What follows belongs to an exercise in optimizing a design on an open flow for small area; a production flow would make more cautious choices.
Only simulation tests tie the RTL to the original design; equivalence was not proved.
The flow treats the clock pin as an ideal source, which a real chip does not have.
Power is estimated from default activity; no workload was simulated.

==> flow/design.v <==
`timescale 1ns/100ps
module UART_echo(
	input wire CLK100MHZ,
	input wire SW0, SW1, SW2,
	input wire RXD,
	output reg TXD
);
wire clk = CLK100MHZ;
wire reset = SW0;
wire isRx = SW1;
localparam [9:0] BT_P = 10'd737;
function [9:0] bt_next(input [9:0] s, input p);
	bt_next = {s[8:3], s[2] ^ p, s[1:0], s[9] ^ s[6]};
endfunction
function bt_pulse(input [9:0] s);    
	bt_pulse = s[9] & s[6] & s[5] & !s[4] & !s[3] & s[2] & !s[1] & s[0];
endfunction
localparam [3:0]
	R_INI   = 4'd4,
	R_START = 4'd5,
	R_RX0   = 4'd6,
	R_RX6   = 4'd12,
	R_STOP  = 4'd14,
	R_DONE  = 4'd15;
reg [3:0] rs;
reg [9:0] rc;
reg [7:0] cnt;
reg [7:0] D;
wire r_ini   = (rs == R_INI);
wire r_start = (rs == R_START);
wire r_rx    = (rs >= R_RX0) && (rs < R_STOP);
wire r_stop  = (rs == R_STOP);
wire r_done  = (rs == R_DONE);
wire ren_p   = bt_pulse(rc);
wire r_adv   = isRx && (r_ini ? !RXD : (r_done || ren_p));
wire [4:0] rs_inc = {1'b0, rs} + 5'd1;
always @(posedge clk, posedge reset)
	if (reset)
		rs <= R_INI;
	else if (r_adv)
		rs <= rs_inc[3:0] | {1'b0, rs_inc[4], 2'b00};
always @(posedge clk)
	if (r_ini)
		rc <= BT_P;
	else
		rc <= bt_next(rc, ren_p);
always @(posedge clk)
	if (isRx)
		cnt <= ren_p ? 8'd0 : {cnt[6:0], cnt[7] ^ cnt[5] ^ cnt[4] ^ cnt[3] ^ (cnt[6:0] == 7'd0)};
wire sample = isRx && r_rx && !ren_p && (cnt == 8'd202);
wire shift = isRx && ren_p && (rs >= R_START) && (rs <= R_RX6);
always @(posedge clk)
	if (shift)
		D <= {1'b0, D[7:1]};
	else if (sample)
		D[7] <= RXD;
reg [4:0] depth, m;
reg [3:0] j;
wire empty = (depth == 5'd0);
wire full  = depth[4];
localparam [3:0]
	T_B9  = 4'd3,
	T_END = 4'd5,
	T_INI = 4'd6;
reg [3:0] ts;
wire t_end = (ts == T_END);
wire t_ini = (ts == T_INI);
wire wenq = r_done && !full;
wire renq = t_end && !empty;
always @(posedge clk, posedge reset)
	if (reset) begin
		depth <= 5'd0;
		j <= 4'd0;
	end else begin
		depth <= depth + {4'd0, wenq} - {4'd0, renq};
		j <= j + {3'd0, !renq};
	end
wire [4:0] m_base = (isRx && r_stop && ren_p) ? depth : m;
always @(posedge clk)
	m <= m_base - {4'd0, renq && (m_base != 5'd0)};
wire we = (r_done || r_ini || r_start) && ({1'b0, j} >= m);
reg [15:0] ring [0:7];
integer b;
always @(posedge clk)
	for (b = 0; b < 8; b = b + 1)
		ring[b] <= {ring[b][14:0], we ? D[b] : ring[b][15]};
wire isTX = SW2 && !empty;
reg [9:0] tc;
wire ten = bt_pulse(tc);
always @(posedge clk, posedge reset)
	if (reset)
		tc <= BT_P;
	else if (isTX)
		tc <= bt_next(tc, ten);
wire t_adv = isTX && (t_ini || t_end || ten);
wire [4:0] ts_inc = {1'b0, ts} + 5'd1;
always @(posedge clk, posedge reset)
	if (reset)
		ts <= T_INI;
	else if (t_adv)
		ts <= ts_inc[3:0] | {2'b00, ts_inc[4], ts_inc[4]};
reg nextbit;
reg [7:0] tap;
always @* for (b = 0; b < 8; b = b + 1) tap[b] = ring[b][15];
always @(posedge clk)
	if (t_ini)
		nextbit <= 1'b0;
	else if (ts == T_B9)
		nextbit <= 1'b1;
	else if (ts[3] && j == 4'd0)
		nextbit <= tap[ts[2:0]];
always @(posedge clk, posedge reset)
	if (reset)
		TXD <= 1'b1;
	else if (isTX && ten && !t_ini && !t_end)
		TXD <= nextbit;
endmodule
`timescale 1ns/100ps
`timescale 1ns/100ps
`timescale 1ns/100ps
==> flow/flow/run.sh <==
#!/bin/bash
# The standard layout (bash standard.sh, standard synthesis included) with two
# changes passed to ORFS through its own variables:
#  - clock tree synthesis without dummy loads (ORFS's arguments otherwise);
#  - port buffers made with buf_1.
set -euo pipefail
export CTS_ARGS="-sink_clustering_enable -repair_clock_nets -dont_use_dummy_load -buf_list sky130_fd_sc_hd__clkbuf_8"
export BUFFER_PORTS_ARGS="-buffer_cell sky130_fd_sc_hd__buf_1"
bash standard.sh > standard_flow.log 2>&1
==> flow/standard.sh <==
#!/bin/bash
# synth_recipe.tcl (not shown) runs the flow's synth.tcl, then flattens the netlist and writes it again
# the make line also repeats each setting of config.mk as NAME=value (left out here)
make -C /OpenROAD-flow-scripts/flow DESIGN_CONFIG=/design/flow/config.mk WORK_HOME=/design/flow/orfs CLKGATE_MAP_FILE= SYNTH_SCRIPT=/design/flow/synth_recipe.tcl "${@:-finish}"
==> flow/config.mk <==
export PLATFORM = sky130hd
export DESIGN_NAME = UART_echo
export DESIGN_NICKNAME = UART_echo
export VERILOG_FILES = /design/flow/design.v
export SDC_FILE = /design/flow/constraint.sdc
export NUM_CORES = 4
export LEC_CHECK = 0
export CAP_MARGIN = 20
export CORE_MARGIN = 2
export CORE_UTILIZATION = 40
export CTS_BUF_LIST = sky130_fd_sc_hd__clkbuf_8
export SLEW_MARGIN = 20
==> flow/constraint.sdc <==
create_clock -name core_clock -period 10.0 [get_ports {CLK100MHZ}]
set_input_delay 2.0000 -clock core_clock [delete_from_list [all_inputs] [get_ports {CLK100MHZ}]]
set_output_delay 2.0000 -clock core_clock [all_outputs]
set_load 0.01 [all_outputs]
==> run_results.csv, run 1 <==
group,metric,value,unit
cells_and_area,layout-drive-gt1-share,9.950,%
cells_and_area,multiInputGateArea,1446,um2
sta,worst_pin_slew,0.6496,ns
route,drtPass1Iterations,6,
sta,setup_viol,0,
die,row_count,43,
route,vias_per_cell,4.467,
critical_path,r2r_slack,7.06,ns
grt,grt_max_degree,29,
die,initial_core_util,40.71,%
grt,grt_usage,11.11,%
grt,antenna_found_initial,0,
critical_path,criticalPathCategory,"in2reg",
critical_path,reg2regPathDepth,15,
power_and_ir_drop,power_density,244.4,nW/um2
logic_synthesis,ys.flop_type,"dfxtp_1",
cells_and_area,syn2layout_area_growth,7.935,%
critical_path,end_kind,"flop",
logic_synthesis,ys_ff_latch,188,
critical_path,reg2reg_from,"depth[2]",
sta,finalMaxSlewViolations,0,
logic_synthesis,syn_nets,414,
clocking,cts_tree,"done",
logic_synthesis,yosysSeqAreaShare,72.22,%
clocking,cts-buffers-inserted,17,
placed_design,dp_hpwl,4695,um
outcome,status,"complete, no violations",
logic_synthesis,synthDistinctLibCells,54,
die,die-area,15040,um2
grt,grt_pass1_wl,12540,um
cells_and_area,final_cell_mix,"dfxtp_1, ha_1, inv_1",
sta,timing_hold_violations_final,0,
clocking,numClockSinks,188,
clocking,ctsResizeCount,0,
sta,period_share,36.22,%
die,core,13830,um2
clocking,post_cts_buffers,0,
sta,rsz0062_at_grt,"no",
power_and_ir_drop,leakagePower,2.555,nW
critical_path,start_kind,"primary input",
cells_and_area,n_antenna_cell,0,
logic_synthesis,syn_inst,385,
clocking,clk_pin_slew_worst_paths,0.09,ns
route,drc,0,
route,wirelength,7199,um
placed_design,routabilityCongestion,0.7694,
logic_synthesis,yosysWarnings,2,
sta,max_freq,276.1,MHz
critical_path,cp.required,10.32,ns
critical_path,r2r_end,"depth[4]",
placed_design,port_buffers,5,
min_path,holdCritPathClass,"reg2reg",
power_and_ir_drop,irDropWorstVdd,100.1,uV
critical_path,cp_data_arrival_time,3.94,ns
sta,fin_tns_setup,0,ns
route,num_vias,2600,
sta,post-route-min-period,3.622,ns
grt,grt_pass1_vias,2666,
route,detail_route.wl_per_cell,12.37,um
route,ant_nets,0,
clocking,htreeDepth,4,
min_path,hold_depth,0,
placed_design,dp.cells,565,
job,cap_violations,0,
sta,slew_headroom,56.69,%
logic_synthesis,syn_area_per_cell,14.62,um2
die,die_w,122.6,um
logic_synthesis,synth_enable_flop_cells,15,
min_path,hold_end,"ring[2][3]",
clocking,cts_max_path_buffers,2,
logic_synthesis,syn_area,5629,um2
logic_synthesis,synth-async-reset-ratio,14.89,%
cells_and_area,fillers,1229,
clocking,cts-root-buf,"clkbuf_8",
cells_and_area,fin_nets,433,
power_and_ir_drop,total_power,1.485,mW
sta,finClkSkew,0.03337,ns
die,ios,6,
grt,overflow,0,
critical_path,startpoint,"SW1",
die,die_h,122.6,um
clocking,hold_buffers,0,
min_path,min_from,"ring[2][2]",
clocking,clk_latency,0.44,ns
cells_and_area,stdcell_count,582,
cells_and_area,seqCellArea,4065,um2
cells_and_area,layout_commonest_cell,"dfxtp_1",
route,drt_iter0_drc,126,
critical_path,worstPathMaxFanout,12,
## critical path, cell delays in order
cell	delay (ns)
buf_1	0.48
nand3_4	0.26
a311oi_1	0.33
ha_1	0.25
ha_1	0.22
nand3_1	0.12
xnor2_1	0.14
nor2_1	0.09
a21oi_1	0.05
## cell type report
class,count,share of cell area (%)
sequential,188,66.91
multi-input combinational,169,23.81
timing repair buffer,5,0.3089
inverter,23,1.421
tap,180,3.707
clock buffer,17,3.851
## through the flow
step	utilization [%]	setup WS, ns	hold WS [ns]	cell area [um2]
6_report	43.94	6.378	0.3175	6076
3_5_place_dp	42.25	5.935	0.3121	5842
2_1_floorplan	-	6.756	0.3096	5629
5_1_grt	43.94	6.185	0.3233	6076
3_3_place_gp	42.25	6.057	0.3101	5842
4_1_cts	43.94	6.407	0.3233	6076
## logic make-up (layout without fill, tap and decap cells)
| group | Yosys count | after routing | synth area share, % |
|---|---|---|---|
| adders and majority gates | 24 | 24 | 5.468 |
| xor gates and xnor gates | 18 | 18 | 2.801 |
| and+or+nand+nor | 74 | 74 | 8.291 |
| AOI/OAI and AO/OA | 27 | 27 | 3.556 |
| DFF | 188 | 188 | 72.22 |
| buffers and inverters | 28 | 45 | 2.089 |
| muxes | 26 | 26 | 5.579 |
## power by group
group	leakage, nW	switching, mW	internal [mW]
clock	0.122	0.210	0.151
combinational	0.761	0.0766	0.0817
sequential	1.67	0.0659	0.900
total	2.56	0.352	1.13
## state kept, by name, indices dropped and copies added, names as in the netlist
register and flops:
ts 4, D 8, m 5, cnt 8, nextbit 1, j 4
rc 10, tc 10, rs 4, depth 5, ring 128, TXD 1
## worst max-delay path by stage
stage,endpoint,cells past startpoint
2_1_floorplan,m[4],9
3_3_place_gp,m[4],9
3_5_place_dp,m[4],9
4_1_cts,m[4],9
5_1_grt,m[4],9
6_report,m[4],9
## synthesized netlist by cell type, types with 3 or more instances
master,number,area [um2]
nand3_1,7,35.03
dfrtp_1,19,475.5
nor2_1,15,56.30
o21ai_1,3,15.01
nor3_1,3,15.01
mux2_1,18,202.7
buf_4,3,22.52
nand4_1,4,25.02
xnor2_1,14,122.6
xor2_1,4,35.03
nand2_1,9,33.78
inv_1,23,86.33
dfxtp_1,145,2903
dfstp_2,9,236.5
and2_1,10,62.56
edfxtp_1,15,450.4
a21oi_1,8,40.04
mux2i_1,4,40.04
nand2b_1,7,43.79
ha_1,23,287.8
## routing by layer
layer	wire [um]	vias up	share of wire, %	GRT usage, %
met3	221	7	3.1	4.786
met5	0	-	0	0
li1	-	1316	-	-
met4	93	0	1.3	4.957
met2	3032	20	42	15.31
met1	3851	1257	53	15.08
==> run 2, diff against run 1 <==
--- a/flow/design.v
+++ b/flow/design.v
@@ -3,7 +3,7 @@
 	input wire CLK100MHZ,
 	input wire SW0, SW1, SW2,
 	input wire RXD,
-	output reg TXD
+	output wire TXD
 );
 wire clk = CLK100MHZ;
 wire reset = SW0;
@@ -59,9 +59,8 @@
 wire empty = (depth == 5'd0);
 wire full  = depth[4];
 localparam [3:0]
-	T_B9  = 4'd3,
-	T_END = 4'd5,
-	T_INI = 4'd6;
+	T_END = 4'd4,
+	T_INI = 4'd5;
 reg [3:0] ts;
 wire t_end = (ts == T_END);
 wire t_ini = (ts == T_INI);
@@ -99,21 +98,17 @@
 		ts <= T_INI;
 	else if (t_adv)
 		ts <= ts_inc[3:0] | {2'b00, ts_inc[4], ts_inc[4]};
-reg nextbit;
+reg nextbit, databit;
 reg [7:0] tap;
-always @* for (b = 0; b < 8; b = b + 1) tap[b] = ring[b][15];
+always @* for (b = 0; b < 8; b = b + 1) tap[b] = ring[(b + 1) % 8][15];
+wire t_data_next = (ts >= 4'd7) && (ts != 4'd15);    
 always @(posedge clk)
-	if (t_ini)
-		nextbit <= 1'b0;
-	else if (ts == T_B9)
-		nextbit <= 1'b1;
-	else if (ts[3] && j == 4'd0)
+	if (t_data_next && j == 4'd0)
 		nextbit <= tap[ts[2:0]];
-always @(posedge clk, posedge reset)
-	if (reset)
-		TXD <= 1'b1;
-	else if (isTX && ten && !t_ini && !t_end)
-		TXD <= nextbit;
+always @(posedge clk)
+	if (isTX && ten && t_data_next)
+		databit <= nextbit;
+assign TXD = (ts == 4'd7) ? 1'b0 : (ts[3] ? databit : 1'b1);
 endmodule
 `timescale 1ns/100ps
 `timescale 1ns/100ps
==> run 2 against run 1 <==
Effect of this change:
- routed wire length up 0.88%
- final area shrank 0.64%
- sequential share of layout area rose by 0.66 points
- cell count grew 0.34%
- utilization fell by 0.11 points
- power rose by 0.15%
- setup slack got worse by 0.60 ns
- count of clock-buffer cells in the layout stayed put
- synthesized cell count increased by 0.78%
- clock power barely moved
- combinational power is essentially flat
- critical endpoint unchanged
==> run_results.csv, run 2 <==
group,metric,value,unit
clocking,cts-buffers-inserted,17,
clocking,ctsResizeCount,0,
grt,grt_pass1_vias,2580,
cells_and_area,fillers,1284,
logic_synthesis,ys_top_cells_by_count,"dfxtp_1, ha_1, inv_1, mux2_2, dfrtp_1",
critical_path,r2r_slack,6.95,ns
placed_design,port_buffers,5,
critical_path,crit_chain,"buf_1 -> nand2b_1 -> nor4_4 -> nor2_2 -> a311oi_2 -> ha_1 -> ha_1 -> nand3_1 -> xnor2_1 -> nor2_1 -> a21oi_1",
sta,fin_tns_setup,0,ns
sta,post-route-min-period,4.223,ns
min_path,min_from,"ring[0][5]",
route,detail_route.wl_per_cell,12.43,um
logic_synthesis,synth_top_area_share,51.56,%
min_path,hold_end,"ring[0][6]",
sta,setup_viol,0,
critical_path,startpoint,"SW1",
cells_and_area,largest_register_ffs,128,
grt,grt_usage,10.95,%
route,drt_iter0_drc,148,
cells_and_area,layout-drive-gt1-share,13.86,%
critical_path,cp.required,10.27,ns
clocking,cts_max_path_buffers,2,
logic_synthesis,synth.most_common_cell,"dfxtp_1",
power_and_ir_drop,power_frac_seq,65.1,%
critical_path,start_kind,"primary input",
logic_synthesis,ys_ff_latch,188,
sta,rsz0062_at_grt,"no",
die,core,13770,um2
outcome,status,"complete, no violations",
critical_path,slowest_stage,"nor4_4",
placed_design,routabilityCongestion,0.7556,
logic_synthesis,ys.flop_type,"dfxtp_1",
clocking,post_cts_buffers,0,
logic_synthesis,yosysTopAreaCell,"dfxtp_1",
cells_and_area,final_cell_mix,"dfxtp_1, ha_1, inv_1",
clocking,clk_pin_slew_worst_paths,0.08,ns
clocking,cts-root-buf,"clkbuf_8",
sta,worst_pin_slew,0.8231,ns
logic_synthesis,synthDistinctLibCells,47,
logic_synthesis,syn_inst,388,
route,wirelength,7262,um
critical_path,r2r_end,"depth[4]",
grt,overflow,0,
sta,finClkSkew,0.02123,ns
logic_synthesis,syn_area,5592,um2
logic_synthesis,yosysWarnings,2,
logic_synthesis,syn_area_per_cell,14.41,um2
route,drc,0,
cells_and_area,final_util,43.83,%
critical_path,reg2reg_from,"depth[2]",
critical_path,slowest_delay,0.63,ns
critical_path,criticalPathCategory,"in2reg",
power_and_ir_drop,leakagePower,2.477,nW
sta,finalMaxSlewViolations,0,
logic_synthesis,syn_nets,417,
die,ios,6,
clocking,cts_tree,"done",
die,die_w,122.2,um
min_path,hold_depth,0,
placed_design,dp_hpwl,4788,um
die,die_h,122.2,um
cells_and_area,fin_nets,435,
min_path,holdCritPathClass,"reg2reg",
die,initial_core_util,40.60,%
logic_synthesis,synth_area_leaders,"dfxtp_1, edfxtp_1, dfrtp_1",
logic_synthesis,synth_enable_flop_cells,17,
route,drtPass1Iterations,4,
cells_and_area,reg_top3,"ring x128, rc x10, tc x10",
die,die-area,14940,um2
power_and_ir_drop,intPower,1.137,mW
clocking,hold_buffers,0,
critical_path,crit_top_cell,"ha_1",
grt,grt_pass1_wl,12150,um
route,ant_nets,0,
clocking,clk_latency,0.43,ns
critical_path,cp_data_arrival_time,4.50,ns
logic_synthesis,yosysSeqAreaShare,72.95,%
job,cap_violations,0,
critical_path,end_kind,"flop",
logic_synthesis,synth-async-reset-ratio,14.36,%
critical_path,reg2regPathDepth,15,
sta,period_share,42.23,%
cells_and_area,n_antenna_cell,0,
route,num_vias,2643,
die,row_count,43,
grt,antenna_found_initial,0,
power_and_ir_drop,power.switching,0.3505,mW
sta,slew_headroom,44.88,%
power_and_ir_drop,power_density,246.3,nW/um2
sta,max_freq,236.8,MHz
cells_and_area,layout_commonest_cell,"dfxtp_1",
power_and_ir_drop,irDropWorstVdd,94.52,uV
cells_and_area,top_register,"ring",
route,vias_per_cell,4.526,
grt,grt_max_degree,28,
critical_path,worstPathMaxFanout,15,
power_and_ir_drop,switching_share,23.57,%
clocking,numClockSinks,188,
sta,timing_hold_violations_final,0,
power_and_ir_drop,clkPwrFrac,24.1,%
cells_and_area,syn2layout_area_growth,7.966,%
power_and_ir_drop,p_comb_share,10.8,%
clocking,htreeDepth,4,
-- run 2: metrics by stage --
stage / area [um2] / hold WS [ns] / total power, mW / worst slack [ns] / cells
2_1_floorplan: 5592 / 0.3096 / 1.099 / 6.358 / 388
3_3_place_gp: 5803 / 0.3099 / 1.139 / 5.561 / 567
3_5_place_dp: 5803 / 0.3121 / 1.148 / 5.327 / 567
4_1_cts: 6037 / 0.3183 / 1.510 / 5.807 / 584
5_1_grt: 6037 / 0.3204 / 1.573 / 5.460 / 584
6_report: 6037 / 0.3128 / 1.487 / 5.777 / 584
-- run 2: cell type report --
class | instances | area, um2 | area share [%]
sequential | 188 | 4079 | 67.56
inverter | 23 | 86.33 | 1.430
timing repair buffer | 5 | 18.77 | 0.3109
tap | 180 | 225.2 | 3.731
multi-input combinational | 171 | 1394 | 23.09
clock buffer | 17 | 234.0 | 3.876
-- run 2: cell families after synthesis --
family / synth area share (%)
flops: 72.95
compound gates: 3.446
mux: 5.191
simple gates: 8.123
fa+ha+maj: 5.505
xor+xnor: 2.663
buf+inv: 2.126
-- run 2: per-layer routing --
metal / track usage, % / up-vias / wire, um
met2: 14.83 / 30 / 3123
met1: 14.58 / 1284 / 3771
met4: 6.322 / 0 / 83
met3: 4.600 / 4 / 284
met5: 0 / - / 0
li1: - / 1325 / -
-- run 2: worst max-delay path: cells and delay by family --
kind / cells / cell delay, ns
buffers and inverters: 1 / 0.43
AO/OA/AOI/OAI: 2 / 0.33
AND/OR/NAND/NOR: 5 / 1.07
XOR/XNOR: 1 / 0.13
adder cells (fa/ha/maj): 2 / 0.52
-- run 2: power groups by stage --
| stage | clock [mW] | sequential (mW) | combinational [mW] |
|---|---|---|---|
| floorplan | 0 | 0.957 | 0.142 |
| global placement | 0 | 0.981 | 0.158 |
| detailed placement | 0 | 0.985 | 0.162 |
| CTS | 0.376 | 0.970 | 0.164 |
| global route | 0.407 | 0.983 | 0.183 |
| finish | 0.359 | 0.967 | 0.161 |
-- run 2: worst max-delay path by stage --
stage / end / slack, ns / cells after the start
floorplan: m[4] / 6.36 / 11
global placement: m[4] / 5.56 / 11
detailed placement: m[4] / 5.33 / 11
CTS: m[4] / 5.81 / 11
global route: m[4] / 5.46 / 11
finish: m[4] / 5.78 / 11
==> run 3, diff against run 2 <==
==> flow/flow/run.sh (replaced) <==
#!/bin/bash
# The standard layout (bash standard.sh, standard synthesis included) with
# changes passed to ORFS through its own variables and step hooks:
#  - clock tree synthesis without dummy loads (ORFS's arguments otherwise);
#  - port buffers made with buf_1;
#  - after floorplan, combinational cells downsized (flow/downsize.tcl);
#  - after CTS, clock buffers downsized where slew allows (flow/clk_downsize.tcl).
set -euo pipefail
here=$(pwd)
export CTS_ARGS="-sink_clustering_enable -repair_clock_nets -dont_use_dummy_load -buf_list sky130_fd_sc_hd__clkbuf_8"
export BUFFER_PORTS_ARGS="-buffer_cell sky130_fd_sc_hd__buf_1"
export POST_FLOORPLAN_TCL="$here/flow/downsize.tcl"
export POST_CTS_TCL="$here/flow/clk_downsize.tcl"
bash standard.sh > standard_flow.log 2>&1
==> flow/flow/clk_downsize.tcl (new file) <==
proc clk_sink_slew_max { inst } {
  set worst 0.0
  foreach opin [get_pins -of_objects $inst -filter "direction == output"] {
    set net [get_nets -of_objects $opin]
    foreach p [get_pins -of_objects $net -filter "direction == input"] {
      set s [get_property $p slew_max]
      if { $s > $worst } { set worst $s }
    }
  }
  return $worst
}
set clk_limit 0.110
estimate_parasitics -placement
set swapped 0
foreach inst [get_cells clkbuf_*] {
  if { [get_property $inst ref_name] != "sky130_fd_sc_hd__clkbuf_8" } { continue }
  set name [get_name $inst]
  replace_cell $name sky130_fd_sc_hd__clkbuf_4
  estimate_parasitics -placement
  if { [clk_sink_slew_max $inst] > $clk_limit } {
    replace_cell $name sky130_fd_sc_hd__clkbuf_8
    estimate_parasitics -placement
  } else {
    incr swapped
  }
}
puts "clk_downsize: $swapped clock buffers now clkbuf_4"
==> flow/flow/downsize.tcl (new file) <==
# POST_FLOORPLAN hook: the design has several ns of setup slack, so give every
# combinational cell the smallest-area cell of its family (same function and
# pins). Later steps (repair_design, repair_timing) size up what needs it.
# Flip-flops, clock cells and physical cells are left alone.
set ds_dont_use [split $::env(DONT_USE_CELLS)]
set ds_count 0
set ds_saved 0.0
foreach inst [get_cells *] {
  set ref [get_property $inst ref_name]
  if { ![regexp {^(sky130_fd_sc_hd__([a-z0-9]+))_([0-9]+)$} $ref -> base fam drv] } { continue }
  if { [regexp {^(df|dl|sdf|edf|clk|tap|fill|decap|conb|diode|lpflow|probe)} $fam] } { continue }
  set cur [lindex [get_lib_cells */$ref] 0]
  set best $ref
  set best_area [get_property $cur area]
  foreach c [get_lib_cells */${base}_*] {
    set cname [get_name $c]
    if { ![regexp "^${base}_\[0-9\]+\$" $cname] } { continue }
    if { [lsearch -exact $ds_dont_use $cname] >= 0 } { continue }
    set a [get_property $c area]
    if { $a < $best_area } {
      set best $cname
      set best_area $a
    }
  }
  if { $best ne $ref } {
    set ds_saved [expr { $ds_saved + [get_property $cur area] - $best_area }]
    replace_cell [get_name $inst] $best
    incr ds_count
  }
}
puts "downsize: $ds_count cells resized, [format %.1f $ds_saved] um2 less"
==> run 3 against run 2 <==
Effect of this change:
- still clean on timing, DRC and antenna
- first-iteration DRC count down 10%
- sequential power hardly changed
- global-route usage grew 0.15 points
- worst hold slack worse by 0.0068 ns
- non-clock buffer count stayed put
- count of clock-buffer cells in the layout did not move
- die area unchanged
- register-to-register slack about the same
- largest cell class unchanged
- highest routed layer unchanged
==> run_results.csv, run 3 <==
group,metric,value,unit
clocking,cts_tree,"done",
die,ios,6,
route,drt_iter0_drc,133,
critical_path,startpoint,"SW1",
logic_synthesis,yosysSeqAreaShare,72.95,%
critical_path,end_kind,"flop",
critical_path,crit_chain,"buf_1 -> nand2b_1 -> nor4_4 -> nor2_1 -> a311oi_1 -> ha_1 -> ha_1 -> nand3_1 -> xnor2_1 -> nor2_1 -> a21oi_1",
logic_synthesis,yosysTopAreaCell,"dfxtp_1",
sta,max_freq,239.6,MHz
grt,grt_usage,11.09,%
power_and_ir_drop,irDropWorstVdd,91.70,uV
power_and_ir_drop,leakagePower,2.458,nW
route,wirelength,7249,um
job,cap_violations,0,
route,drtPass1Iterations,4,
cells_and_area,syn2layout_area_growth,6.870,%
logic_synthesis,synth.most_common_cell,"dfxtp_1",
route,num_vias,2611,
cells_and_area,final_cell_mix,"dfxtp_1, ha_1, inv_1",
die,core,13770,um2
outcome,status,"complete, no violations",
logic_synthesis,synth_top_area_share,51.56,%
logic_synthesis,synthDistinctLibCells,47,
logic_synthesis,syn_inst,388,
clocking,clk_pin_slew_worst_paths,0.10,ns
critical_path,slowest_delay,0.57,ns
placed_design,routabilityCongestion,0.7463,
logic_synthesis,synth_area_leaders,"dfxtp_1, edfxtp_1, dfrtp_1",
power_and_ir_drop,power_density,242.7,nW/um2
critical_path,critical_path.endpoint,"m[4]",
power_and_ir_drop,total_power,1.451,mW
cells_and_area,fillers,1275,
cells_and_area,reg_top3,"ring x128, rc x10, tc x10",
logic_synthesis,ys_top_cells_by_count,"dfxtp_1, ha_1, inv_1, mux2_2, dfrtp_1",
cells_and_area,top_register,"ring",
logic_synthesis,syn_area_per_cell,14.41,um2
cells_and_area,largest_register_ffs,128,
critical_path,path_delay_family,"simple AND/OR/NAND/NOR gates",
cells_and_area,layout_commonest_cell,"dfxtp_1",
critical_path,cp.required,10.29,ns
grt,antenna_found_initial,0,
logic_synthesis,ys_ff_latch,188,
critical_path,criticalPathCategory,"in2reg",
sta,period_share,41.73,%
cells_and_area,seqCellArea,4079,um2
critical_path,reg2reg_from,"depth[2]",
sta,post-route-min-period,4.173,ns
grt,grt_pass1_wl,12540,um
critical_path,cp_data_arrival_time,4.47,ns
logic_synthesis,synth-async-reset-ratio,14.36,%
logic_synthesis,yosysWarnings,2,
placed_design,placed_area,5766,um2
route,detail_route.wl_per_cell,12.41,um
placed_design,port_buffers,5,
route,vias_per_cell,4.471,
cells_and_area,final_area,5976,um2
sta,slew_headroom,43.23,%
critical_path,r2r_slack,6.94,ns
cells_and_area,fin_nets,435,
logic_synthesis,syn_area,5592,um2
critical_path,crit_cells,11,
grt,overflow,0,
logic_synthesis,ys.flop_type,"dfxtp_1",
grt,grt_max_degree,28,
grt,grt_pass1_vias,2654,
logic_synthesis,syn_nets,417,
critical_path,reg2regPathDepth,15,
cells_and_area,layout-drive-gt1-share,12.87,%
clocking,clk_latency,0.43,ns
sta,finalMaxSlewViolations,0,
sta,rsz0062_at_grt,"no",
sta,setup_viol,0,
critical_path,start_kind,"primary input",
sta,timing_hold_violations_final,0,
route,drc,0,
die,die_h,122.2,um
logic_synthesis,synth_enable_flop_cells,17,
critical_path,r2r_end,"depth[4]",
min_path,holdCritPathClass,"reg2reg",
die,die-area,14940,um2
route,ant_nets,0,
die,die_w,122.2,um
sta,fin_tns_setup,0,ns
placed_design,dp_hpwl,4733,um
cells_and_area,multiInputGateArea,1370,um2
sta,finClkSkew,0.02878,ns
critical_path,slowest_stage,"nor4_4",
clocking,numClockSinks,188,
sta,worst_pin_slew,0.8479,ns
critical_path,worstPathMaxFanout,15,
die,initial_core_util,40.60,%
die,row_count,43,
cells_and_area,n_antenna_cell,0,
critical_path,crit_buf_inv,1,
==> run 3: cell count changes in the layout (fill, tap and decap cells not counted) <==
cell,previous run,this run
a21oi_4,1,0
clkbuf_8,17,11
a21oi_1,11,12
nor2_2,1,0
nor2_1,12,13
clkbuf_4,0,6
or4b_4,1,0
a311oi_1,0,1
a311oi_2,1,0
or4b_1,0,1
==> run 3: through the flow <==
step                util [%]  hold slack, ns  setup slack (ns)  std cells
finish                 43.39          0.3060             5.827        584
detailed placement     41.86          0.3121             5.074        567
global placement       41.86          0.3103             5.267        567
global route           43.39          0.3119             5.445        584
floorplan                  -          0.3096             6.358        388
==> run 3: routing by layer <==
metal	vias to the layer above	part of all wire, %	global-route usage, %
met5	-	0	0
met4	0	1.5	4.957
met3	8	3.5	4.507
met2	23	43	15.80
met1	1252	52	14.82
li1	1328	-	-
==> run 3: where the power goes <==
part	internal (mW)	total (mW)	switching (mW)
Sequential	0.906	0.968	0.0612
Combinational	0.0763	0.154	0.0781
Clock	0.126	0.328	0.203
==> run 3: worst min-delay path by stage <==
stage                            from     endpoint  slack (ns)  depth (start not counted)
after floorplan            ring[0][9]  ring[0][10]        0.31                          0
after global placement     ring[0][2]   ring[0][3]        0.31                          0
after detailed placement  ring[5][10]  ring[5][11]        0.31                          0
after global routing       ring[5][0]   ring[5][1]        0.31                          0
final                      ring[5][0]   ring[5][1]        0.31                          0
==> run 3: cell families (layout without fill, tap and decap cells) <==
| logic type | Yosys count | after routing | synth area share [%] |
|---|---|---|---|
| XOR/XNOR | 17 | 17 | 2.663 |
| AND/OR/NAND/NOR | 77 | 77 | 8.123 |
| multiplexers | 24 | 24 | 5.191 |
| AO/OA/AOI/OAI | 29 | 29 | 3.446 |
| adder cells (fa/ha/maj) | 24 | 24 | 5.505 |
| buffers and inverters | 29 | 45 | 2.126 |
| flip-flops | 188 | 188 | 72.95 |
==> run 3: area by class of cell <==
cell class / count / area share, %
multi-input cells: 171 / 22.93
well taps: 180 / 3.769
inverters: 23 / 1.445
flip-flops and latches: 188 / 68.26
repair buffers: 5 / 0.3141
clock buffers: 17 / 3.287
==> run 4, diff against run 3 <==
--- a/flow/flow/clk_downsize.tcl
+++ b/flow/flow/clk_downsize.tcl
@@ -9,7 +9,7 @@
   }
   return $worst
 }
-set clk_limit 0.110
+set clk_limit 0.120
 estimate_parasitics -placement
 set swapped 0
 foreach inst [get_cells clkbuf_*] {
--- a/flow/config.mk
+++ b/flow/config.mk
@@ -7,6 +7,6 @@
 export LEC_CHECK = 0
 export CAP_MARGIN = 20
 export CORE_MARGIN = 2
-export CORE_UTILIZATION = 40
+export CORE_UTILIZATION = 25
 export CTS_BUF_LIST = sky130_fd_sc_hd__clkbuf_8
 export SLEW_MARGIN = 20
==> run 4 against run 3 <==
Effect of this change:
- non-clock buffer count unchanged
- via count up 1.4%
- still clean
- largest power group unchanged
- die area rose by 58%
- sequential cell count unchanged
- synthesized area unchanged
- global-route usage shrank 4.1 points
- clock skew up 0.0076 ns
- synthesized cell count did not move
- register-to-register slack lost 0.06 ns
- combinational power about the same
- utilization down 16 points
==> run_results.csv, run 4 <==
group,metric,value,unit
min_path,holdCritPathClass,"reg2reg",
cells_and_area,layout_commonest_cell,"dfxtp_1",
route,detail_route.wl_per_cell,10.97,um
power_and_ir_drop,power_frac_seq,67.6,%
grt,grt_pass1_wl,12840,um
critical_path,r2r_slack,6.88,ns
power_and_ir_drop,intPower,1.088,mW
route,drtPass1Iterations,4,
cells_and_area,reg_top3,"ring x128, rc x10, tc x10",
grt,antenna_found_initial,0,
critical_path,cp_data_arrival_time,4.49,ns
power_and_ir_drop,switching_share,23.99,%
critical_path,start_kind,"primary input",
logic_synthesis,yosysTopAreaCell,"dfxtp_1",
logic_synthesis,syn_nets,417,
die,die_w,153.6,um
cells_and_area,layout-drive-gt1-share,12.62,%
cells_and_area,final_area,6065,um2
grt,overflow,0,
logic_synthesis,yosysWarnings,2,
sta,finClkSkew,0.03641,ns
sta,setup_viol,0,
sta,rsz0062_at_grt,"no",
critical_path,worstPathMaxFanout,15,
cells_and_area,largest_register_ffs,128,
route,num_vias,2647,
route,wirelength,7504,um
logic_synthesis,synthDistinctLibCells,47,
placed_design,placed_area,5891,um2
route,ant_nets,0,
critical_path,slowest_stage,"nor4_4",
critical_path,slowest_delay,0.57,ns
grt,grt_pass1_vias,2725,
sta,finalMaxSlewViolations,0,
logic_synthesis,synth-async-reset-ratio,14.36,%
power_and_ir_drop,irDropWorstVdd,76.21,uV
sta,max_freq,238.0,MHz
clocking,clk_pin_slew_worst_paths,0.12,ns
placed_design,dp_hpwl,4966,um
grt,grt_usage,7.015,%
logic_synthesis,ys_ff_latch,188,
cells_and_area,syn2layout_area_growth,8.458,%
logic_synthesis,ys_top_cells_by_count,"dfxtp_1, ha_1, inv_1, mux2_2, dfrtp_1",
route,drc,0,
grt,grt_max_degree,28,
power_and_ir_drop,p_comb_share,10.8,%
sta,worst_pin_slew,0.9581,ns
clocking,clk_latency,0.44,ns
logic_synthesis,syn_area_per_cell,14.41,um2
die,ios,6,
logic_synthesis,synth.most_common_cell,"dfxtp_1",
sta,timing_hold_violations_final,0,
critical_path,end_kind,"flop",
logic_synthesis,syn_inst,388,
logic_synthesis,ys.flop_type,"dfxtp_1",
cells_and_area,fin_nets,435,
power_and_ir_drop,leakagePower,2.445,nW
logic_synthesis,yosysSeqAreaShare,72.95,%
job,cap_violations,0,
sta,slew_headroom,35.64,%
placed_design,port_buffers,5,
placed_design,routabilityCongestion,0.6660,
logic_synthesis,synth_top_area_share,51.56,%
sta,post-route-min-period,4.202,ns
die,core,21890,um2
die,die_h,153.6,um
cells_and_area,final_cell_mix,"dfxtp_1, ha_1, inv_1",
route,drt_iter0_drc,159,
outcome,status,"complete, no violations",
logic_synthesis,syn_area,5592,um2
power_and_ir_drop,power.switching,0.3433,mW
power_and_ir_drop,power_density,235.9,nW/um2
sta,fin_tns_setup,0,ns
die,initial_core_util,25.54,%
placed_design,pre_cts_slack,5.080,ns
route,vias_per_cell,3.870,
sta,period_share,42.02,%
critical_path,crit_chain,"buf_1 -> nand2b_1 -> nor4_4 -> nor2_1 -> a311oi_1 -> ha_1 -> ha_1 -> nand3_1 -> xnor2_1 -> nor2_1 -> a21oi_1",
logic_synthesis,synth_area_leaders,"dfxtp_1, edfxtp_1, dfrtp_1",
clocking,numClockSinks,188,
cells_and_area,top_register,"ring",
die,die-area,23580,um2
cells_and_area,n_antenna_cell,0,
die,row_count,54,
critical_path,cp.required,10.29,ns
sta,fin_ws,5.798,ns
clocking,cts_tree,"done",
power_and_ir_drop,clkPwrFrac,21.6,%
logic_synthesis,synth_enable_flop_cells,17,
critical_path,criticalPathCategory,"in2reg",
==> run 4: cell count changes in the layout (fill, tap and decap cells not counted) <==
| cell | before | now |
|---|---|---|
| nor3_2 | 1 | 0 |
| clkbuf_8 | 11 | 6 |
| nor3_1 | 4 | 5 |
| clkbuf_4 | 6 | 11 |
==> run 4: worst paths after layout <==
kind,from,cells after the start,end
worst max-delay path,SW1,11,m[4]
worst min-delay path,ring[7][14],0,ring[7][15]
worst max register to register,depth[2],15,depth[4]
worst min register to register,ring[7][14],0,ring[7][15]
max in group asynchronous,SW0,2,depth[3]
min in group asynchronous,SW0,2,depth[1]
==> run 4: critical path: cells and delay by family <==
kind	cells	cell delay, ns
XOR/XNOR	1	0.13
AO/OA/AOI/OAI	2	0.34
buffers and inverters	1	0.44
adder cells (fa/ha/maj)	2	0.52
AND/OR/NAND/NOR	5	1.04
==> run 4: through the flow <==
step	util, %	power (mW)	hold WS, ns	instances
global route	27.70	1.523	0.3048	684
detailed placement	26.91	1.138	0.3121	667
finish	27.70	1.431	0.3084	684
floorplan	-	1.099	0.3096	388
global placement	26.91	1.130	0.3107	667
==> run 4: power groups by stage <==
| stage | clock (mW) | combinational [mW] | sequential (mW) |
|---|---|---|---|
| 2_1_floorplan | 0 | 0.142 | 0.957 |
| 3_3_place_gp | 0 | 0.148 | 0.982 |
| 3_5_place_dp | 0 | 0.154 | 0.985 |
| 5_1_grt | 0.358 | 0.179 | 0.987 |
| 6_report | 0.309 | 0.154 | 0.968 |
==> run 4: cell families after synthesis <==
family	synth area share (%)
adders and majority gates	5.505
AOI/OAI and AO/OA	3.446
xor gates and xnor gates	2.663
buffers and inverters	2.126
DFF	72.95
muxes	5.191
and+or+nand+nor	8.123
==> run 4: final cells by class <==
class,count,area [um2]
Multi-Input combinational cell,171,1365
Timing Repair Buffer,5,18.77
Inverter,23,86.33
Tap cell,280,350.3
Fill cell,2245,15830
Sequential cell,188,4079
Clock buffer,17,165.2
==> run 4: metal layers <==
layer | wire, um | track usage (%) | vias up
li1 | - | - | 1323
met1 | 3769 | 8.921 | 1271
met2 | 3241 | 10.03 | 42
met3 | 351 | 2.959 | 11
met4 | 141 | 3.888 | 0
met5 | 0 | 0 | -
==> run 5, diff against run 4 <==
--- a/flow/config.mk
+++ b/flow/config.mk
@@ -7,6 +7,6 @@
 export LEC_CHECK = 0
 export CAP_MARGIN = 20
 export CORE_MARGIN = 2
-export CORE_UTILIZATION = 25
+export CORE_UTILIZATION = 55
 export CTS_BUF_LIST = sky130_fd_sc_hd__clkbuf_8
 export SLEW_MARGIN = 20
==> run 5 against run 4 <==
Effect of this change:
- still clean on timing, DRC and antenna
- utilization rose by 32 points
- clock power barely moved
- first-iteration DRC count fell by 34%
- count of clock-buffer cells in the layout did not move
- final area fell by 2.8%
- register-to-register slack improved by 0.09 ns
- worst hold slack improved by 0.0053 ns
- non-clock buffer count did not move
- sequential power barely moved
- die area fell by 53%
- critical path depth did not move
- critical path type unchanged
==> run_results.csv, run 5 <==
group,metric,value,unit
logic_synthesis,yosysSeqAreaShare,72.95,%
critical_path,crit_chain,"buf_1 -> nand2b_1 -> nor4_4 -> nor2_1 -> a311oi_1 -> ha_1 -> ha_1 -> nand3_1 -> xnor2_1 -> nor2_1 -> a21oi_1",
die,ios,6,
route,detail_route.wl_per_cell,13.18,um
die,core,9819,um2
cells_and_area,largest_register_ffs,128,
sta,setup_viol,0,
outcome,status,"complete, no violations",
cells_and_area,top_register,"ring",
logic_synthesis,syn_area_per_cell,14.41,um2
grt,grt_pass1_vias,2543,
route,drtPass1Iterations,4,
cells_and_area,fin_nets,435,
sta,fin_tns_setup,0,ns
power_and_ir_drop,clkPwrFrac,21.5,%
logic_synthesis,synth_top_area_share,51.56,%
critical_path,slowest_delay,0.58,ns
logic_synthesis,synth-async-reset-ratio,14.36,%
critical_path,path_delay_family,"simple AND/OR/NAND/NOR gates",
clocking,cts_tree,"done",
grt,grt_usage,14.74,%
job,cap_violations,0,
logic_synthesis,synth_area_leaders,"dfxtp_1, edfxtp_1, dfrtp_1",
route,wirelength,7080,um
critical_path,slowest_stage,"nor4_4",
power_and_ir_drop,p_comb_share,10.9,%
power_and_ir_drop,irDropWorstVdd,168.5,uV
sta,timing_hold_violations_final,0,
critical_path,cp.required,10.25,ns
critical_path,end_kind,"flop",
cells_and_area,n_antenna_cell,0,
critical_path,reg2reg_from,"rc[4]",
die,die-area,10990,um2
sta,worst_pin_slew,0.8286,ns
grt,grt_max_degree,28,
route,vias_per_cell,4.896,
logic_synthesis,synth_enable_flop_cells,17,
critical_path,worstPathMaxFanout,15,
sta,finClkSkew,0.03079,ns
power_and_ir_drop,power_frac_seq,67.6,%
power_and_ir_drop,switching_share,23.73,%
critical_path,criticalPathCategory,"in2reg",
critical_path,start_kind,"primary input",
die,row_count,36,
grt,overflow,0,
route,drt_iter0_drc,105,
logic_synthesis,ys.flop_type,"dfxtp_1",
logic_synthesis,yosysTopAreaCell,"dfxtp_1",
sta,max_freq,236.9,MHz
placed_design,dp.cells,520,
clocking,clk_latency,0.42,ns
logic_synthesis,synth.most_common_cell,"dfxtp_1",
cells_and_area,reg_top3,"ring x128, rc x10, tc x10",
logic_synthesis,syn_area,5592,um2
cells_and_area,final_cell_mix,"dfxtp_1, ha_1, inv_1",
logic_synthesis,syn_inst,388,
route,drc,0,
logic_synthesis,ys_top_cells_by_count,"dfxtp_1, ha_1, inv_1, mux2_2, dfrtp_1",
power_and_ir_drop,leakagePower,2.448,nW
route,num_vias,2629,
clocking,clk_pin_slew_worst_paths,0.10,ns
clocking,numClockSinks,188,
logic_synthesis,syn_nets,417,
logic_synthesis,synthDistinctLibCells,47,
cells_and_area,fillers,825,
sta,post-route-min-period,4.221,ns
die,die_w,104.8,um
critical_path,crit_buf_inv,1,
sta,rsz0062_at_grt,"no",
power_and_ir_drop,intPower,1.092,mW
critical_path,startpoint,"SW1",
die,initial_core_util,56.94,%
sta,slew_headroom,44.52,%
critical_path,cp_data_arrival_time,4.47,ns
placed_design,placed_area,5707,um2
power_and_ir_drop,power_density,243.0,nW/um2
logic_synthesis,ys_ff_latch,188,
sta,finalMaxSlewViolations,0,
route,ant_nets,0,
logic_synthesis,yosysWarnings,2,
cells_and_area,layout-drive-gt1-share,12.87,%
placed_design,routabilityCongestion,0.7603,
grt,grt_pass1_wl,12340,um
cells_and_area,syn2layout_area_growth,5.370,%
power_and_ir_drop,power.switching,0.3397,mW
placed_design,port_buffers,5,
cells_and_area,layout_commonest_cell,"dfxtp_1",
cells_and_area,final_area,5892,um2
placed_design,dp_hpwl,4630,um
min_path,holdCritPathClass,"reg2reg",
cells_and_area,stdcell_count,537,
sta,period_share,42.21,%
sta,hold_ws,0.3137,ns
die,die_h,104.8,um
grt,antenna_found_initial,0,
min_path,min_from,"ring[0][7]",
[run 5: cell counts after synthesis]
Identical to the previous run, type by type.
[run 5: worst paths after layout]
kind / endpoint / slack, ns / cells after the start
min: ring[0][8] / 0.31 / 0
max: m[4] / 5.78 / 11
min in group asynchronous: depth[4] / 1.62 / 2
max in group asynchronous: rs[2] / 7.99 / 2
max reg2reg: m[4] / 6.97 / 10
min reg2reg: ring[0][8] / 0.31 / 0
[run 5: layer usage]
layer / track usage (%) / vias to the layer above / routed length [um]
li1: - / 1324 / -
met1: 20.65 / 1276 / 3690
met2: 20.36 / 20 / 3095
met3: 5.365 / 9 / 200
met4: 6.857 / 0 / 94
met5: 0 / - / 0
[run 5: power groups by stage]
| stage | Sequential (mW) | Combinational (mW) | Clock (mW) |
|---|---|---|---|
| final | 0.968 | 0.155 | 0.308 |
| after global placement | 0.984 | 0.150 | 0 |
| after floorplan | 0.957 | 0.142 | 0 |
| after global routing | 0.985 | 0.181 | 0.352 |
| after detailed placement | 0.986 | 0.154 | 0 |
[run 5: kinds of logic (layout without fill, tap and decap cells)]
family                   Yosys count  after routing  synth area share, %
AO/OA/AOI/OAI                     29             29                3.446
multiplexers                      24             24                5.191
XOR/XNOR                          17             17                2.663
adder cells (fa/ha/maj)           24             24                5.505
AND/OR/NAND/NOR                   77             77                8.123
buffers and inverters             29             45                2.126
flip-flops                       188            188                72.95
[run 5: area by class of cell]
class / count / area (um2) / share of cell area, %
clock buffers: 17 / 171.4 / 2.909
inverters: 23 / 86.33 / 1.465
multi-input cells: 171 / 1370 / 23.25
flip-flops and latches: 188 / 4079 / 69.23
well taps: 133 / 166.4 / 2.824
repair buffers: 5 / 18.77 / 0.3185
[run 5: through the flow]
stage | utilization [%] | worst slack [ns] | total power, mW
after global placement | 58.12 | 5.279 | 1.135
final | 60.00 | 5.779 | 1.432
after detailed placement | 58.12 | 5.058 | 1.140
after global routing | 60.00 | 5.476 | 1.519
after floorplan | - | 6.358 | 1.099
==> run 6, diff against run 5 <==
--- a/flow/config.mk
+++ b/flow/config.mk
@@ -7,6 +7,6 @@
 export LEC_CHECK = 0
 export CAP_MARGIN = 20
 export CORE_MARGIN = 2
-export CORE_UTILIZATION = 55
+export CORE_UTILIZATION = 40
 export CTS_BUF_LIST = sky130_fd_sc_hd__clkbuf_8
 export SLEW_MARGIN = 20
==> run 6 against run 5 <==
Effect of this change:
- still clean on timing, DRC and antenna
- utilization fell by 17 points
- first-iteration DRC count rose by 43%
- die area rose by 36%
- setup slack improved by 0.034 ns
- non-clock buffer count did not move
- critical endpoint unchanged
- largest cell class unchanged
- highest routed layer unchanged
==> run_results.csv, run 6 <==
group,metric,value,unit
cells_and_area,final_cell_mix,"dfxtp_1, ha_1, inv_1",
die,die_h,122.2,um
grt,antenna_found_initial,0,
logic_synthesis,synthDistinctLibCells,47,
critical_path,start_kind,"primary input",
cells_and_area,reg_top3,"ring x128, rc x10, tc x10",
critical_path,end_kind,"flop",
placed_design,port_buffers,5,
logic_synthesis,ys_ff_latch,188,
placed_design,pre_cts_slack,5.074,ns
route,ant_nets,0,
logic_synthesis,ys.flop_type,"dfxtp_1",
logic_synthesis,synth_enable_flop_cells,17,
sta,max_freq,238.8,MHz
clocking,cts_tree,"done",
cells_and_area,layout_commonest_cell,"dfxtp_1",
logic_synthesis,syn_inst,388,
route,detail_route.wl_per_cell,12.43,um
clocking,clk_pin_slew_worst_paths,0.11,ns
route,num_vias,2615,
grt,overflow,0,
cells_and_area,final_util,43.20,%
cells_and_area,largest_register_ffs,128,
cells_and_area,layout-drive-gt1-share,12.87,%
power_and_ir_drop,irDropWorstVdd,91.72,uV
logic_synthesis,synth_top_area_share,51.56,%
sta,worst_pin_slew,0.8476,ns
cells_and_area,stdcell_count,584,
route,drc,0,
critical_path,criticalPathCategory,"in2reg",
logic_synthesis,synth.most_common_cell,"dfxtp_1",
sta,finClkSkew,0.02970,ns
sta,hold_ws,0.3049,ns
sta,post-route-min-period,4.187,ns
sta,rsz0062_at_grt,"no",
critical_path,reg2reg_from,"depth[2]",
min_path,holdCritPathClass,"reg2reg",
placed_design,dp.cells,567,
clocking,clk_latency,0.43,ns
outcome,status,"complete, no violations",
power_and_ir_drop,power_density,240.6,nW/um2
route,drtPass1Iterations,4,
critical_path,r2r_slack,6.94,ns
critical_path,worstPathMaxFanout,15,
critical_path,cp_data_arrival_time,4.47,ns
cells_and_area,n_antenna_cell,0,
clocking,numClockSinks,188,
grt,grt_pass1_wl,12540,um
route,drt_iter0_drc,150,
cells_and_area,final_area,5951,um2
logic_synthesis,syn_area,5592,um2
die,ios,6,
job,cap_violations,0,
sta,timing_hold_violations_final,0,
logic_synthesis,ys_top_cells_by_count,"dfxtp_1, ha_1, inv_1, mux2_2, dfrtp_1",
placed_design,dp_hpwl,4733,um
logic_synthesis,synth-async-reset-ratio,14.36,%
min_path,min_from,"ring[4][3]",
die,initial_core_util,40.60,%
sta,period_share,41.87,%
sta,finalMaxSlewViolations,0,
sta,fin_tns_setup,0,ns
logic_synthesis,syn_area_per_cell,14.41,um2
route,vias_per_cell,4.478,
power_and_ir_drop,leakagePower,2.448,nW
logic_synthesis,synth_area_leaders,"dfxtp_1, edfxtp_1, dfrtp_1",
logic_synthesis,syn_nets,417,
placed_design,routabilityCongestion,0.7463,
cells_and_area,syn2layout_area_growth,6.422,%
die,die_w,122.2,um
grt,grt_max_degree,28,
cells_and_area,fin_nets,435,
die,core,13770,um2
placed_design,placed_area,5766,um2
grt,grt_pass1_vias,2652,
sta,fin_ws,5.813,ns
sta,setup_viol,0,
critical_path,cp.required,10.28,ns
logic_synthesis,yosysTopAreaCell,"dfxtp_1",
route,wirelength,7262,um
logic_synthesis,yosysWarnings,2,
die,die-area,14940,um2
grt,grt_usage,11.09,%
critical_path,startpoint,"SW1",
power_and_ir_drop,total_power,1.432,mW
cells_and_area,top_register,"ring",
sta,slew_headroom,43.25,%
logic_synthesis,yosysSeqAreaShare,72.95,%
die,row_count,43,
run 6: cell families (layout without fill, tap and decap cells):
group	Yosys count	after routing	synth area share (%)
flops	188	188	72.95
compound gates	29	29	3.446
buf+inv	29	45	2.126
mux	24	24	5.191
xor+xnor	17	17	2.663
simple gates	77	77	8.123
fa+ha+maj	24	24	5.505
run 6: metal layers:
layer | global-route usage [%] | part of all wire, % | wire (um)
met1 | 14.85 | 53 | 3828
met5 | 0 | 0 | 0
met3 | 4.507 | 3.5 | 252
met2 | 15.76 | 42 | 3075
met4 | 4.957 | 1.5 | 106
run 6: final timing paths:
check	end	cells after the start
hold reg to reg	ring[4][4]	0
min in group asynchronous	ts[1]	2
hold / removal	ring[4][4]	0
max in group asynchronous	ts[2]	2
setup / recovery	m[4]	11
setup reg to reg	depth[4]	15
run 6: area by class of cell:
class                           instances  area (um2)
Inverter                               23       86.33
Fill cell                            1283        7823
Tap cell                              180       225.2
Timing Repair Buffer                    5       18.77
Sequential cell                       188        4079
Clock buffer                           17       171.4
Multi-Input combinational cell        171        1370
run 6: power breakdown:
| part | switching [mW] | internal (mW) |
|---|---|---|
| clock | 0.200 | 0.109 |
| combinational | 0.0782 | 0.0763 |
| sequential | 0.0613 | 0.906 |
run 6: critical path, cell delays in order:
cell      delay (ns)
buf_1           0.43
nand2b_1        0.18
nor4_4          0.57
nor2_1          0.10
a311oi_1        0.29
ha_1            0.28
ha_1            0.24
nand3_1         0.11
xnor2_1         0.13
nor2_1          0.09
a21oi_1         0.05

-- re-timing with driven ports --
How much do the figures lean on ideal ports? The routed layouts below were timed once more, with nothing changed but the port constraints.
Step 1 sets driving cells, clkbuf_16 on the clock port and buf_2 on the other inputs (assumed; they add their load-dependent delay and slew).
Step 2 moves the port delays by t, midway between the first and last clock arrival at a register: inputs arrive t later, outputs are due t later. That takes back most of the time a late clock gives input paths.
Slacks: ideal / step 1 / step 2; pairs: ideal / step 1.
run | t (ns) | setup slack, ns | hold slack, ns | cell pins on the clock port's net
run 1 | 0.456 | 6.378 / 6.388 / 5.933 | 0.318 / 0.318 / 0.318 | 1
run 2 | 0.458 | 5.777 / 5.787 / 5.329 | 0.313 / 0.313 / 0.313 | 1
run 3 | 0.448 | 5.827 / 5.835 / 5.388 | 0.306 / 0.306 / 0.306 | 1
run 4 | 0.455 | 5.798 / 5.808 / 5.354 | 0.308 / 0.308 / 0.308 | 1
run 5 | 0.440 | 5.779 / 5.787 / 5.348 | 0.314 / 0.314 / 0.314 | 1
run 6 | 0.445 | 5.813 / 5.822 / 5.377 | 0.305 / 0.305 / 0.305 | 1
After both steps every run listed still meets setup and hold. The setup slack of run 2, which loses most, moves by +0.010 ns with the drivers and by -0.448 ns with both steps.
